From an optimization exercise on the open Yosys and OpenROAD flow, aimed at small area, a short achievable clock period and few clock cycles; shortcuts taken in it are not production practice.
Where RTL was checked, it was by simulation tests only, not by an equivalence proof against the original.
No activity file was given, so power comes from the tool's default toggle rates.

v50:
Design levinson_top, start of the top module:
module levinson_top(clock, reset, start, done,
	scratch_mem_read_addr, scratch_mem_in,
	scratch_mem_write_addr, scratch_mem_out, scratch_mem_write_en);
export LEC_CHECK = 0
export ABC_AREA = 1
export CAP_MARGIN = 20
export CORE_MARGIN = 2
export CORE_UTILIZATION = 45
export CTS_CLUSTER_DIAMETER = 100
export CTS_CLUSTER_SIZE = 16
export PLACE_DENSITY = 0.65
export SLEW_MARGIN = 20
create_clock -name core_clock -period 20.0 [get_ports {clock}]
standard.sh (not shown) runs the stock make flow with config.mk's settings and CLKGATE_MAP_FILE= SYNTH_SCRIPT=/design/flow/synth_recipe.tcl, a recipe that flattens the netlist after the stock synthesis.
==> flow/flow/run.sh <==
#!/bin/bash
set -euo pipefail
bash standard.sh SETUP_SLACK_MARGIN=15 finish > standard.log 2>&1
v50 did not stop at any stage, and its layout met the timing, design-rule and antenna checks.
Testbench counts of v50, summed over its fixed seeds: cycles 1,370,400.
diff inputs: v50 => v8
Settings: CORE_UTILIZATION changed from 45 to 40; TNS_END_PERCENT newly set to 20; PLACE_DENSITY changed from 0.65 to 0.6.
Findings:
Final estimated routing congestion in global placement came out lower on v8 than on v50. First-iteration DRC count (v8 over v50): decrease, about 17%. Diff v50 -> v8: number of nets in the final layout level, fraction of standard cell area that is sequential level, maximum clock rate moved up, post-detailed-placement cell area moved up. v8 vs v50 on fraction of final layout cells with drive strength greater than 1: v8 is the lower one. Across v8 and v50, none had a timing, DRC or antenna violation. Compared to v50, v8 was floorplanned on a bigger die.
Edits applied to the flow inputs when going from v8 to v16:
Settings: TNS_END_PERCENT: 20 -> unset.
==> flow/flow/run.sh <==
#!/bin/bash
set -euo pipefail
bash standard.sh SETUP_SLACK_MARGIN=14.8 finish > standard.log 2>&1
[summary]
v16: flow completed, timing, DRC and antenna clean
Taking v8 as the reference, in v16 routed length on met2 went up by 660 um, minimum period implied by the final worst setup slack went up by 56 ps, power consumption was more or less identical.
Summary of v16 over v8: sequential cell count did not really move, clock latency reported for the late side of the worst-skew pair did not really move, post-route cell area did not really move, met1 usage in global routing went up.
Compared with v8, v16 degrades final worst setup slack.
Taking v8 as the reference point, the detailed-route wire length of v16 falls by 770 um.

---

Setup of old:
Another version of the RTL of levinson_top (not shown whole).
For scale: ~6500 cells after synthesis, ~93 I/O pins, roughly 48000 um^2 of cells after synthesis.
export LEC_CHECK = 0
export ABC_AREA = 1
export CAP_MARGIN = 20
export CORE_MARGIN = 2
export CORE_UTILIZATION = 40
export CTS_CLUSTER_DIAMETER = 100
export CTS_CLUSTER_SIZE = 16
export PLACE_DENSITY = 0.6
export SLEW_MARGIN = 20
create_clock -name core_clock -period 20.0 [get_ports {clock}]
==> flow/flow/run.sh <==
#!/bin/bash
set -euo pipefail
bash standard.sh SETUP_SLACK_MARGIN=15.2 finish > standard.log 2>&1
Testbench counts of old, summed over its fixed seeds: cycles 1,327,200.
Input-level comparison between new and old:
- removing CTS_CLUSTER_DIAMETER (formerly 100)
- removing CTS_CLUSTER_SIZE (formerly 16)
==> flow/run.sh (new file) <==
#!/bin/bash
# synth_recipe.tcl (not shown) runs the flow's synth.tcl, then flattens the netlist and writes it again
# the make line also repeats each setting of config.mk as NAME=value (left out here)
make -C /OpenROAD-flow-scripts/flow DESIGN_CONFIG=/design/flow/config.mk WORK_HOME=/design/flow/orfs CLKGATE_MAP_FILE= SYNTH_SCRIPT=/design/flow/synth_recipe.tcl finish
removed: flow/flow/run.sh
removed: flow/standard.sh
Re buffer and inverter count on the worst path: new is 1 up on old. Changes observed in new relative to old: arrival time reported for the critical path endpoint picked up an extra 6.01 ns, final worst-path setup slack lost 1.57 ns. Looking at required time at the worst-slack endpoint, new sits 4.44 ns above old. From old to new the numbers moved as follows: internal power contribution picked up an extra about 9%, final antenna diode count picked up an extra 11. Diff old -> new | part of the power in the clock network | increase of 4.6 points. Compared to old, new has number of clock-tree buffers in the layout 31 higher. Comparing new against old, there is no change at all in gate count of the mapped netlist. old ended up with reg -> out as its type of the worst setup path; new ended up with reg -> reg.

---

oak:
Starting RTL as in the previous note.
Settings: LEC_CHECK=0, ABC_AREA=1, CAP_MARGIN=20, CORE_MARGIN=2, CORE_UTILIZATION=35, CTS_CLUSTER_DIAMETER=100, CTS_CLUSTER_SIZE=16, PLACE_DENSITY=0.55, SLEW_MARGIN=20; clock period 20.0 ns.
==> flow/flow/run.sh <==
#!/bin/bash
set -euo pipefail
bash standard.sh SETUP_SLACK_MARGIN=15 finish > standard.log 2>&1
Testbench counts of oak, summed over its fixed seeds: cycles 1,327,200.
## Diff of input files: pine against oak
==> flow/run.sh (new file) <==
#!/bin/bash
# synth_recipe.tcl (not shown) runs the flow's synth.tcl, then flattens the netlist and writes it again
# the make line also repeats each setting of config.mk as NAME=value (left out here)
make -C /OpenROAD-flow-scripts/flow DESIGN_CONFIG=/design/flow/config.mk WORK_HOME=/design/flow/orfs CLKGATE_MAP_FILE= SYNTH_SCRIPT=/design/flow/synth_recipe.tcl finish
diff --git a/flow/config.mk b/flow/config.mk
--- a/flow/config.mk
+++ b/flow/config.mk
@@ -8 +7,0 @@
-export ABC_AREA = 1
@@ -11,4 +10,2 @@
-export CORE_UTILIZATION = 35
-export CTS_CLUSTER_DIAMETER = 100
-export CTS_CLUSTER_SIZE = 16
-export PLACE_DENSITY = 0.55
+export CORE_UTILIZATION = 40
+export PLACE_DENSITY = 0.6
removed: flow/flow/run.sh
removed: flow/standard.sh
## What came out
Diff oak -> pine: placed instance count fell by 873, post-layout minimum cycle time rose by 1.72 ns, core utilization rose by 5.0 points. The run with more setup slack is oak; pine has less.
Setup changes, pine to birch
==> flow/flow/run.sh (new file) <==
#!/bin/bash
set -euo pipefail
bash standard.sh SETUP_SLACK_MARGIN=15 finish > standard.log 2>&1
==> flow/standard.sh (new file) <==
#!/bin/bash
# synth_recipe.tcl (not shown) runs the flow's synth.tcl, then flattens the netlist and writes it again
# the make line also repeats each setting of config.mk as NAME=value (left out here)
make -C /OpenROAD-flow-scripts/flow DESIGN_CONFIG=/design/flow/config.mk WORK_HOME=/design/flow/orfs CLKGATE_MAP_FILE= SYNTH_SCRIPT=/design/flow/synth_recipe.tcl "${@:-finish}"
diff --git a/flow/config.mk b/flow/config.mk
--- a/flow/config.mk
+++ b/flow/config.mk
@@ -7,0 +8 @@
+export ABC_AREA = 1
@@ -10,0 +12,2 @@
+export CTS_CLUSTER_DIAMETER = 110
+export CTS_CLUSTER_SIZE = 18
removed: flow/run.sh
## What came out
Dominant combinational cell family by area after synthesis: compound AO/OA/AOI/OAI gates -> pine, simple AND/OR/NAND/NOR gates -> birch. Measured against each other, pine and birch differ in number of fill cells, the lower figure coming from pine. What birch reported for count of mapped cells out of synthesis has to be multiplied by 0.916 to get the figure for pine. reg -> reg as the type of the worst setup path was reported by pine, and reg -> out by birch. Placement-stage cell area, birch vs pine: down by a few percent. The area occupied by multi-input gates in birch is 0.927 times that in pine. Diff birch..pine | number of synthesized flops with an enable pin | unchanged. [compare] base=pine new=birch: placeable core region fell 3.3%, switching fraction of total power +5.2 points. From pine to birch the numbers moved as follows: detailed-route wire length rose 12%; synthesis-to-layout area growth comparable.
Input changes introduced in maple (baseline for comparison: birch):
diff --git a/flow/config.mk b/flow/config.mk
--- a/flow/config.mk
+++ b/flow/config.mk
@@ -12,2 +12,2 @@
-export CTS_CLUSTER_DIAMETER = 110
-export CTS_CLUSTER_SIZE = 18
+export CTS_CLUSTER_DIAMETER = 100
+export CTS_CLUSTER_SIZE = 16
[summary]
maple vs. birch: fill cell instance count of the final layout about even; clock distribution area overhead in the final layout now sits higher.
In the flow results for birch and maple, the layout overhead on the synthesized area is larger on maple.
maple — worst setup slack 0.0074 ns lower, birch as reference

---

Another version of the RTL of levinson_top (not shown whole).
For scale: about 7400 cells after synthesis, roughly 93 I/O pins, roughly 53000 um2 of cells after synthesis.
Settings: LEC_CHECK=0, ABC_AREA=1, CAP_MARGIN=20, CORE_MARGIN=2, CORE_UTILIZATION=50, PLACE_DENSITY=0.7, SLEW_MARGIN=20; clock period 20.0 ns.
run.sh (not shown) runs the stock make flow with config.mk's settings and CLKGATE_MAP_FILE= SYNTH_SCRIPT=/design/flow/synth_recipe.tcl, a recipe that flattens the netlist after the stock synthesis.
Stock flow here: none of the scripts above is used.
The first run completed with no timing, DRC or antenna violations.
Testbench counts at the start, summed over its fixed seeds: cycles 1,370,400.
Change:
- CORE_UTILIZATION: 50 -> 40
- PLACE_DENSITY: 0.7 -> 0.6
What happened:
- worst setup slack gains 23 ps
- synthesized area is unchanged
- synthesized cell count does not change
- final cell count grows by 4.5%
Change:
- ABC_AREA: 1 -> default
- CORE_UTILIZATION: 40 -> 30
- PLACE_DENSITY: 0.6 -> 0.5
Setup slack is worse by 340 ps.
Global-route usage went down by 8.9 points.
Cell area rose by 5.0%.
Cell count fell by 1.4%.
Synthesized area rises by 4.0%.
Worst hold slack loses 7.7 ps.
Sequential share of layout area decreases by 1.4 points.
Via count goes down by 2.1%.
Combinational power is lower by 4.9%.

---

v18:
Another version of the RTL of levinson_top (not shown whole).
Size in the first run: about 6600 cells after synthesis, roughly 620 flip-flops, about 48000 sq um of cells after synthesis.
// levinson_top
module levinson_top(clock, reset, start, done,
	scratch_mem_read_addr, scratch_mem_in,
	scratch_mem_write_addr, scratch_mem_out, scratch_mem_write_en);
Settings: LEC_CHECK=0, ABC_AREA=1, CAP_MARGIN=20, CORE_MARGIN=2, CORE_UTILIZATION=40, CTS_CLUSTER_DIAMETER=110, CTS_CLUSTER_SIZE=18, PLACE_DENSITY=0.6, SLEW_MARGIN=20; clock period 20.0 ns.
standard.sh (not shown) runs the stock make flow with config.mk's settings and CLKGATE_MAP_FILE= SYNTH_SCRIPT=/design/flow/synth_recipe.tcl, a recipe that flattens the netlist after the stock synthesis.
==> flow/flow/run.sh <==
#!/bin/bash
set -euo pipefail
bash standard.sh SETUP_SLACK_MARGIN=15 finish > standard.log 2>&1
What v56 does differently from v18 at the input level:
# v18
export LEC_CHECK = 0
export ABC_AREA = 1
export CAP_MARGIN = 20
export CORE_MARGIN = 2
export CORE_UTILIZATION = 40
export CTS_CLUSTER_DIAMETER = 110
export CTS_CLUSTER_SIZE = 18
export PLACE_DENSITY = 0.6
export SLEW_MARGIN = 20
create_clock -name core_clock -period 20.0 [get_ports {clock}]
# v56
export LEC_CHECK = 0
export ABC_AREA = 1
export CAP_MARGIN = 20
export CORE_MARGIN = 2
export CORE_UTILIZATION = 40
export CTS_CLUSTER_DIAMETER = 120
export CTS_CLUSTER_SIZE = 20
export PLACE_DENSITY = 0.6
export SLEW_MARGIN = 20
create_clock -name core_clock -period 20.0 [get_ports {clock}]
### Flow results
- v56: PASS, flow complete, no timing, DRC or antenna violations
- v56 and v18 ended up with nearly the same share of final layout cell area taken by clock buffers and inverters.
- Wire length per cell after detailed routing across v56 and v18: no real change.
- On wire length of the first global-routing pass, v56 tracks v18 almost exactly.
- In v56 relative to v18, number of clock buffers in the layout had gone down by a little under 10%.
- Relative to v18, total setup buffers inserted after CTS has gone down in v56.
Here is what was changed in the inputs of v33 compared with v56.
# v56
export LEC_CHECK = 0
export ABC_AREA = 1
export CAP_MARGIN = 20
export CORE_MARGIN = 2
export CORE_UTILIZATION = 40
export CTS_CLUSTER_DIAMETER = 120
export CTS_CLUSTER_SIZE = 20
export PLACE_DENSITY = 0.6
export SLEW_MARGIN = 20
create_clock -name core_clock -period 20.0 [get_ports {clock}]
# v33
export LEC_CHECK = 0
export ABC_AREA = 1
export CAP_MARGIN = 20
export CORE_MARGIN = 2
export CORE_UTILIZATION = 40
export CTS_CLUSTER_DIAMETER = 100
export CTS_CLUSTER_SIZE = 16
export PLACE_DENSITY = 0.6
export SLEW_MARGIN = 20
create_clock -name core_clock -period 20.0 [get_ports {clock}]
[summary]
- The final layouts of v56 and v33 pass the timing, design-rule and antenna checks.
- Of v56 and v33, v56 shows the higher share of total power consumed by net switching, with v33 below it.
- Diff v56..v33 | final cycle utilization of the critical path | negligible
- On clock period minus worst slack, v33 does better than v56.
- v33 vs v56: mean routed wirelength per cell down slightly
- Setup WNS v56 -> v33: better
- Between v33 and v56, the vias after detailed routing figures differ only marginally.
- Between v56 and v33, the difference in combined flip-flop and latch cell area is negligible.
No run of this note included a check of the RTL's function; only the layout flow was run.

-- separate check: timing with driven ports --
The flow's constraints put no driver on any port. The routed layouts listed below were extracted and timed again, unchanged, in two steps.
Step 1 assumes that a clkbuf_16 drives the clock port and a buf_2 every other input.
Step 2 times the ports against the registers' clock, not the clock port: input delays grow and output delays shrink by t, the midpoint of the rising clock arrivals with the driver on.
Three values: ideal, step 1, step 2; two values: the first two.
run | t (ns) | slack for setup (ns) | hold WS [ns]
v50 | 0.754 | 14.777 / 14.696 / 14.742 | 0.355 / 0.355 / 0.355
v8 | 0.758 | 14.820 / 14.740 / 14.705 | 0.379 / 0.379 / 0.379
v16 | 0.762 | 14.764 / 14.727 / 14.718 | 0.378 / 0.378 / 0.378
old | 0.770 | 14.780 / 14.702 / 14.598 | 0.393 / 0.393 / 0.393
new | 0.782 | 13.207 / 13.207 / 13.207 | 0.381 / 0.381 / 0.381
oak | 0.764 | 14.749 / 14.662 / 14.473 | 0.365 / 0.365 / 0.365
pine | 0.781 | 13.024 / 13.024 / 13.024 | 0.413 / 0.413 / 0.413
birch | 0.738 | 14.788 / 14.709 / 14.626 | 0.387 / 0.387 / 0.387
maple | 0.770 | 14.780 / 14.697 / 14.610 | 0.393 / 0.393 / 0.393
the first run of note 4 | 0.760 | 14.097 / 14.018 / 14.270 | 0.420 / 0.420 / 0.420
the second run of note 4 | 0.785 | 14.120 / 14.033 / 14.252 | 0.422 / 0.422 / 0.422
the third run of note 4 | 0.793 | 13.778 / 13.778 / 13.778 | 0.415 / 0.415 / 0.415
v18 | 0.746 | 14.755 / 14.676 / 14.868 | 0.382 / 0.382 / 0.382
v56 | 0.752 | 14.770 / 14.682 / 14.853 | 0.391 / 0.391 / 0.391
v33 | 0.765 | 14.773 / 14.688 / 14.829 | 0.383 / 0.383 / 0.383
After both steps setup and hold are still met in every run listed. For oak, which loses most, drivers alone change the setup slack by -0.087 ns; drivers and shift together by -0.276 ns.
